Context: an optimization exercise on an open-source flow, tuned for small area and a short achievable clock period. The choices shown serve that exercise and are no tape-out recipe. RTL that was checked went through simulation tests only; none was proved equivalent to the original. Power and IR drop assume default switching activity.

v6:
==> flow/design.v (excerpt) <==
module tta16 (
	input		cpu_clk_i,
	input		cpu_rst_i,
	output	reg		wb_cyc_o,
	output	reg	[1:0]	wb_stb_o,
	output	reg		wb_we_o,
	input			wb_ack_i,
	input			wb_rty_i,
	input			wb_err_i,
	output		[2:0]	wb_cti_o,
	output		[1:0]	wb_bte_o,
	output		[22:0]	wb_adr_o,
	output		[1:0]	wb_sel_o,
	output		[15:0]	wb_dat_o,
	input		[1:0]	wb_sel_i,
	input		[15:0]	wb_dat_i,
	output			imem_en_o,
	output	reg	[9:0]	imem_adr_o,
	input		[31:0]	imem_dat_i,
	output	reg	[1:0]	imem_we_o,
	output		[9:0]	imem_wadr_o,
	output	reg	[15:0]	imem_wdat_o
);
Size: ~3500 cells after synthesis, roughly 600 flip-flops, ~140 I/O pins, about 34000 um^2 of cells after synthesis.
export LEC_CHECK = 0
export ABC_AREA = 1
export CAP_MARGIN = 20
export CORE_MARGIN = 2
export CORE_UTILIZATION = 40
export PLACE_DENSITY = 0.6
export SETUP_SLACK_MARGIN = 4.5
export SLEW_MARGIN = 20
create_clock -name core_clock -period 8.0 [get_ports {cpu_clk_i}]
standard.sh (not shown) runs the stock make flow with config.mk's settings and CLKGATE_MAP_FILE= SYNTH_SCRIPT=/design/flow/synth_recipe.tcl, a recipe that flattens the netlist after the stock synthesis.
==> flow/flow/run.sh <==
#!/bin/bash
# The standard layout, with faster port buffers (buf_4 in place of the
# delay-buffer cell buffer_ports picks by default), which the resizer may
# then size as usual.
set -euo pipefail
export BUFFER_PORTS_ARGS="-buffer_cell sky130_fd_sc_hd__buf_4"
bash standard.sh > standard.log 2>&1
v6 finished every step from synthesis to the final layout, and the layout passed the timing, DRC and antenna checks.
> inputs changed (v6 -> v7)
--- a/flow/design.v
+++ b/flow/design.v
@@ -512,16 +512,13 @@
 	output	reg	[1:0]	imem_we_o,
 	output		[9:0]	imem_wadr_o,
 	output	reg	[15:0]	imem_wdat_o
 );
 reg		run;		 
 reg	[15:0]	rf[15:0];
-reg	[3:0]	t_idx0, t_idx1;		 
-reg		w_en;			 
-reg	[3:0]	w_idx;
-reg	[15:0]	w_data;
+reg	[15:0]	t_reg0, t_reg1;
 reg	[9:0]	pc_prev;
 reg		t_bra;
 reg	[9:0]	iadr;
 reg	[6:0]	rseg, wseg;
 reg	[15:0]	t_data_a, t_data_b, t_data_c, t_com;
 reg		t_rad, t_wad;			 
@@ -561,29 +558,22 @@
 assign	imem_wadr_o	= iadr;
 wire	mem_op	= (f_dst_a == 3'd2 || f_dst_a == 3'd3);
 always @(posedge cpu_clk_i)
 	if (cpu_rst_i)		run	<= 1;
 	else if (wb_ack_i)	run	<= 1;
 	else if (mem_op)	run	<= 0;
-reg	[15:0]	t_reg0, t_reg1;
+reg	[15:0]	rd0, rd1;
 integer	k;
 always @(*) begin
-	t_reg0	= 16'd0;
-	t_reg1	= 16'd0;
+	rd0	= 16'd0;
+	rd1	= 16'd0;
 	for (k = 0; k < 16; k = k + 1) begin
-		t_reg0	= t_reg0 | (rf[k] & {16{t_idx0 == k}});
-		t_reg1	= t_reg1 | (rf[k] & {16{t_idx1 == k}});
+		rd0	= rd0 | (rf[k] & {16{f_reg0 == k}});
+		rd1	= rd1 | (rf[k] & {16{f_reg1 == k}});
 	end
 end
-always @(posedge cpu_clk_i)
-	if (run) begin
-		if (w_en)	rf[w_idx]	<= w_data;
-		w_en	<= t_reg;
-		w_idx	<= f_reg1;
-		w_data	<= t_data_c;
-	end
 reg	[15:0]	data_a, data_c, com;
 always @(*) begin
 	case (f_src_a)
 	0:	data_a	= t_com;
 	1:	data_a	= f_limm;
 	2:	data_a	= t_reg0;
@@ -620,14 +610,14 @@
 		t_sub	<= (f_dst_b == 3'd1 || f_dst_b == 3'd2);
 		t_bits	<= (f_dst_b == 3'd3 || f_dst_b[2]);
 		t_mode	<= f_dst_b[1:0];
 		t_reg	<= (f_dst_c == 2'd1);
 		t_mul	<= (f_dst_c == 2'd2);
 		t_msr	<= (f_dst_c == 2'd3);
-		t_idx0	<= f_reg0;
-		t_idx1	<= f_reg1;
+		t_reg0	<= rd0;
+		t_reg1	<= rd1;
 	end
 always @(posedge cpu_clk_i) begin
 	t_rad	<= run & (f_dst_a == 3'd2);
 	t_wad	<= run & (f_dst_a == 3'd3);
 end
 wire	jmp	= (f_dst_a == 3'd1) ||
@@ -651,12 +641,14 @@
 always @(posedge cpu_clk_i)
 	imem_we_o	<= {run_n && msr_n && dc_n == 3'd5,
 			    run_n && msr_n && dc_n == 3'd4};
 always @(posedge cpu_clk_i)
 	if (run && f_dst_c == 2'd3)	imem_wdat_o	<= com;
 always @(posedge cpu_clk_i)
+	if (run && t_reg)	rf[f_reg1]	<= t_data_c;
+always @(posedge cpu_clk_i)
 	if (cpu_rst_i)		x_bf	<= 0;
 	else if (run && t_sub)	{x_bf, x_diff}	<= {1'b0, t_com} - {1'b0, t_data_b};
 wire	[95:0]	mul_r;
 mul16_cs MUL (
 	.a	(t_data_c),
 	.b	(t_com),
[summary]
In the tables for v7 and v6, final critical-path required period reads higher with v6.
Going from v6 to v7, area occupied by multi-input gates shrank by a few percent.
| stage delay of the slowest cell on the critical path | lower: v7 |
Density: v7 sparser than v6
Compared to v6, v7 has via count of the first global-routing pass 611 lower.
The count of multi-input gates in v6 is 1.07 times that in v7.
Compared with v6, v7 shows a combinational cell fraction of total power that is 0.8 points higher.
Of v7 and v6, the lower die area belongs to v6.
No functional check of the RTL was part of v6.

* * *

Another version of the RTL of tta16 (not shown whole).
Size: roughly 3400 cells after synthesis, about 140 I/O pins, ~0.033 mm^2 of cells after synthesis.
==> flow/config.mk <==
export PLATFORM = sky130hd
export DESIGN_NAME = tta16
export DESIGN_NICKNAME = tta16
export VERILOG_FILES = /design/flow/design.v
export SDC_FILE = /design/flow/constraint.sdc
export NUM_CORES = 4
export LEC_CHECK = 0
export ABC_AREA = 1
export CAP_MARGIN = 20
export CORE_MARGIN = 2
export CORE_UTILIZATION = 40
export PLACE_DENSITY = 0.6
export SETUP_SLACK_MARGIN = 4.5
export SLEW_MARGIN = 20
==> flow/constraint.sdc <==
create_clock -name core_clock -period 8.0 [get_ports {cpu_clk_i}]
set_input_delay 1.6000 -clock core_clock [delete_from_list [all_inputs] [get_ports {cpu_clk_i}]]
set_output_delay 1.6000 -clock core_clock [all_outputs]
set_load 0.01 [all_outputs]
==> flow/flow/run.sh <==
#!/bin/bash
# The standard layout, with faster port buffers (buf_2 in place of the
# delay-buffer cell buffer_ports picks by default), which the resizer may
# then size as usual.
set -euo pipefail
export BUFFER_PORTS_ARGS="-buffer_cell sky130_fd_sc_hd__buf_2"
bash standard.sh > standard.log 2>&1
Edit:
--- a/flow/design.v
+++ b/flow/design.v
@@ -508,13 +508,13 @@
 	input		[15:0]	wb_dat_i,
 	output			imem_en_o,
 	output	reg	[9:0]	imem_adr_o,
 	input		[31:0]	imem_dat_i,
 	output	reg	[1:0]	imem_we_o,
 	output		[9:0]	imem_wadr_o,
-	output		[15:0]	imem_wdat_o
+	output	reg	[15:0]	imem_wdat_o
 );
 reg		run;		 
 reg	[15:0]	rf[15:0];
 reg	[15:0]	t_reg0, t_reg1;
 reg	[9:0]	pc_prev;
 reg		t_bra;
@@ -553,13 +553,12 @@
 assign	wb_bte_o	= 2'b00;
 assign	wb_sel_o	= 2'b11;
 assign	wb_adr_o	= wb_adr;
 assign	wb_dat_o	= wb_dat;
 assign	imem_en_o	= run;
 assign	imem_wadr_o	= iadr;
-assign	imem_wdat_o	= t_com;
 wire	mem_op	= (f_dst_a == 3'd2 || f_dst_a == 3'd3);
 always @(posedge cpu_clk_i)
 	if (cpu_rst_i)		run	<= 1;
 	else if (wb_ack_i)	run	<= 1;
 	else if (mem_op)	run	<= 0;
 reg	[15:0]	rd0, rd1;
@@ -640,12 +639,14 @@
 wire	msr_n	= run ? (f_dst_c == 2'd3) : t_msr;
 wire	[2:0]	dc_n	= run ? data_c[2:0] : t_data_c[2:0];
 always @(posedge cpu_clk_i)
 	imem_we_o	<= {run_n && msr_n && dc_n == 3'd5,
 			    run_n && msr_n && dc_n == 3'd4};
 always @(posedge cpu_clk_i)
+	if (run && f_dst_c == 2'd3)	imem_wdat_o	<= com;
+always @(posedge cpu_clk_i)
 	if (run && t_reg)	rf[f_reg1]	<= t_data_c;
 always @(posedge cpu_clk_i)
 	if (cpu_rst_i)		x_bf	<= 0;
 	else if (run && t_sub)	{x_bf, x_diff}	<= {1'b0, t_com} - {1'b0, t_data_b};
 wire	[95:0]	mul_r;
 mul16_cs MUL (
After rerunning: The changed run went through all stages and came out clean; final cell count rose by 2.0%; synthesized cell count rose by 0.83%; clock power rose by about 3%; power rose by 3.9%; utilization hardly moves; cell area rose by 2.0%; register-to-register slack stays flat; combinational power rose by about 4%; via count stays flat; routed wire length rose by 0.74%; sequential cell count rose by 16; global-route usage is about the same.
Function not checked in the first run of this note: the RTL went through the layout flow alone.

* * *

RTL: one of the versions met above, not the one the previous note started from.
Size in the first run: ~3200 cells after synthesis, roughly 610 flip-flops, roughly 140 I/O pins, roughly 35000 um2 of cells after synthesis.
export LEC_CHECK = 0
export ABC_CLOCK_PERIOD_IN_PS = 3500
export CAP_MARGIN = 20
export CORE_MARGIN = 2
export CORE_UTILIZATION = 40
export PLACE_DENSITY = 0.6
export SETUP_SLACK_MARGIN = 4.5
export SLEW_MARGIN = 20
create_clock -name core_clock -period 8.0 [get_ports {cpu_clk_i}]
==> flow/flow/run.sh <==
#!/bin/bash
# The standard layout, with faster port buffers (buf_4 in place of the
# delay-buffer cell buffer_ports picks by default), which the resizer may
# then size as usual.
set -euo pipefail
export BUFFER_PORTS_ARGS="-buffer_cell sky130_fd_sc_hd__buf_4"
bash standard.sh > standard.log 2>&1
The first run finished with timing, DRC and antenna clean.
Next try:
--- a/flow/design.v
+++ b/flow/design.v
@@ -508,21 +508,24 @@
 	input		[15:0]	wb_dat_i,
 	output			imem_en_o,
 	output	reg	[9:0]	imem_adr_o,
 	input		[31:0]	imem_dat_i,
 	output	reg	[1:0]	imem_we_o,
 	output		[9:0]	imem_wadr_o,
 	output	reg	[15:0]	imem_wdat_o
 );
 reg		run;		 
 reg	[15:0]	rf[15:0];
-reg	[15:0]	t_reg0, t_reg1;
+reg	[3:0]	t_idx0, t_idx1;		 
+reg		w_en;			 
+reg	[3:0]	w_idx;
+reg	[15:0]	w_data;
 reg	[9:0]	pc_prev;
 reg		t_bra;
 reg	[9:0]	iadr;
 reg	[6:0]	rseg, wseg;
 reg	[15:0]	t_data_a, t_data_b, t_data_c, t_com;
 reg		t_rad, t_wad;			 
 reg		t_sub, t_bits;			 
 reg	[1:0]	t_mode;				 
 reg		t_reg, t_mul, t_msr;		 
 reg		x_zf, x_bf;
@@ -554,30 +557,37 @@
 assign	wb_sel_o	= 2'b11;
 assign	wb_adr_o	= wb_adr;
 assign	wb_dat_o	= wb_dat;
 assign	imem_en_o	= run;
 assign	imem_wadr_o	= iadr;
 wire	mem_op	= (f_dst_a == 3'd2 || f_dst_a == 3'd3);
 always @(posedge cpu_clk_i)
 	if (cpu_rst_i)		run	<= 1;
 	else if (wb_ack_i)	run	<= 1;
 	else if (mem_op)	run	<= 0;
-reg	[15:0]	rd0, rd1;
+reg	[15:0]	t_reg0, t_reg1;
 integer	k;
 always @(*) begin
-	rd0	= 16'd0;
-	rd1	= 16'd0;
+	t_reg0	= 16'd0;
+	t_reg1	= 16'd0;
 	for (k = 0; k < 16; k = k + 1) begin
-		rd0	= rd0 | (rf[k] & {16{f_reg0 == k}});
-		rd1	= rd1 | (rf[k] & {16{f_reg1 == k}});
+		t_reg0	= t_reg0 | (rf[k] & {16{t_idx0 == k}});
+		t_reg1	= t_reg1 | (rf[k] & {16{t_idx1 == k}});
 	end
 end
+always @(posedge cpu_clk_i)
+	if (run) begin
+		if (w_en)	rf[w_idx]	<= w_data;
+		w_en	<= t_reg;
+		w_idx	<= f_reg1;
+		w_data	<= t_data_c;
+	end
 reg	[15:0]	data_a, data_c, com;
 always @(*) begin
 	case (f_src_a)
 	0:	data_a	= t_com;
 	1:	data_a	= f_limm;
 	2:	data_a	= t_reg0;
 	3:	data_a	= x_mem;
 	endcase
 	case (f_src_c)
 	0:	data_c	= t_com;
@@ -606,22 +616,22 @@
 		1:	t_data_b	<= f_immed;
 		2:	t_data_b	<= t_reg0;
 		3:	t_data_b	<= x_mem;
 		endcase
 		t_sub	<= (f_dst_b == 3'd1 || f_dst_b == 3'd2);
 		t_bits	<= (f_dst_b == 3'd3 || f_dst_b[2]);
 		t_mode	<= f_dst_b[1:0];
 		t_reg	<= (f_dst_c == 2'd1);
 		t_mul	<= (f_dst_c == 2'd2);
 		t_msr	<= (f_dst_c == 2'd3);
-		t_reg0	<= rd0;
-		t_reg1	<= rd1;
+		t_idx0	<= f_reg0;
+		t_idx1	<= f_reg1;
 	end
 always @(posedge cpu_clk_i) begin
 	t_rad	<= run & (f_dst_a == 3'd2);
 	t_wad	<= run & (f_dst_a == 3'd3);
 end
 wire	jmp	= (f_dst_a == 3'd1) ||
 		  (f_dst_a == 3'd5 && !x_bf) ||
 		  (f_dst_a == 3'd4 && x_bf) ||
 		  (f_dst_a == 3'd7 && !x_zf) ||
 		  (f_dst_a == 3'd6 && x_zf);
@@ -637,22 +647,20 @@
 	else if (run)		imem_adr_o	<= bra ? data_a[9:0] : {pc[8:1], pc[0]^pc[3], pc[9]};
 wire	run_n	= cpu_rst_i || wb_ack_i || (run && !mem_op);
 wire	msr_n	= run ? (f_dst_c == 2'd3) : t_msr;
 wire	[2:0]	dc_n	= run ? data_c[2:0] : t_data_c[2:0];
 always @(posedge cpu_clk_i)
 	imem_we_o	<= {run_n && msr_n && dc_n == 3'd5,
 			    run_n && msr_n && dc_n == 3'd4};
 always @(posedge cpu_clk_i)
 	if (run && f_dst_c == 2'd3)	imem_wdat_o	<= com;
 always @(posedge cpu_clk_i)
-	if (run && t_reg)	rf[f_reg1]	<= t_data_c;
-always @(posedge cpu_clk_i)
 	if (cpu_rst_i)		x_bf	<= 0;
 	else if (run && t_sub)	{x_bf, x_diff}	<= {1'b0, t_com} - {1'b0, t_data_b};
 wire	[95:0]	mul_r;
 mul16_cs MUL (
 	.a	(t_data_c),
 	.b	(t_com),
 	.r	(mul_r)
 );
 always @(posedge cpu_clk_i)
 	if (run && t_mul)	x_prod	<= mul_r;
Result: Global-route usage went up by 0.20 points. Area after synthesis went up slightly. Die area went up slightly. Count of clock-buffer cells in the layout went up by 2. Worst setup slack got worse by 0.21 ns. Flip-flop and latch count went down by 8. Worst hold slack improved by 0.0066 ns. Power went up by a few percent. Clock skew went down by 0.0064 ns. Sequential share of layout area went down by 1.9 points. Via count went up by a few percent.
Only the layout flow was run in the second run of this note; the RTL was not checked for function there.

## what the ideal ports hide
Ports are ideal in the flow. The routed layouts listed here were re-timed in OpenROAD.
Step 1 assumes that a clkbuf_16 drives the clock port and a buf_2 every other input.
Step 2 also shifts input and output timing later by t, the mid clock arrival at the registers, as if the neighbouring blocks saw the same clock.
Slacks: ideal / step 1 / step 2; pairs: ideal / step 1.
| run | t (ns) | setup slack, ns | hold slack, ns | latest minus earliest clock arrival (ns) |
|---|---|---|---|---|
| v6 | 0.707 | 4.438 / 4.438 / 3.812 | 0.430 / 0.430 / 0.430 | 0.041 / 0.042 |
| v7 | 0.688 | 4.576 / 4.576 / 3.928 | 0.417 / 0.417 / 0.417 | 0.034 / 0.034 |
| the first run of note 2 | 0.685 | 4.430 / 4.474 / 3.789 | 0.417 / 0.417 / 0.417 | 0.030 / 0.031 |
| the second run of note 2 | 0.692 | 4.505 / 4.505 / 3.929 | 0.419 / 0.419 / 0.419 | 0.034 / 0.035 |
| the first run of note 3 | 0.701 | 4.566 / 4.570 / 3.907 | 0.409 / 0.409 / 0.409 | 0.043 / 0.043 |
| the second run of note 3 | 0.688 | 4.352 / 4.352 / 3.915 | 0.415 / 0.415 / 0.415 | 0.035 / 0.035 |
After both steps every run listed still meets setup and hold. The setup slack of the first run of note 3, which loses most, moves by +0.004 ns with the drivers and by -0.659 ns with both steps.
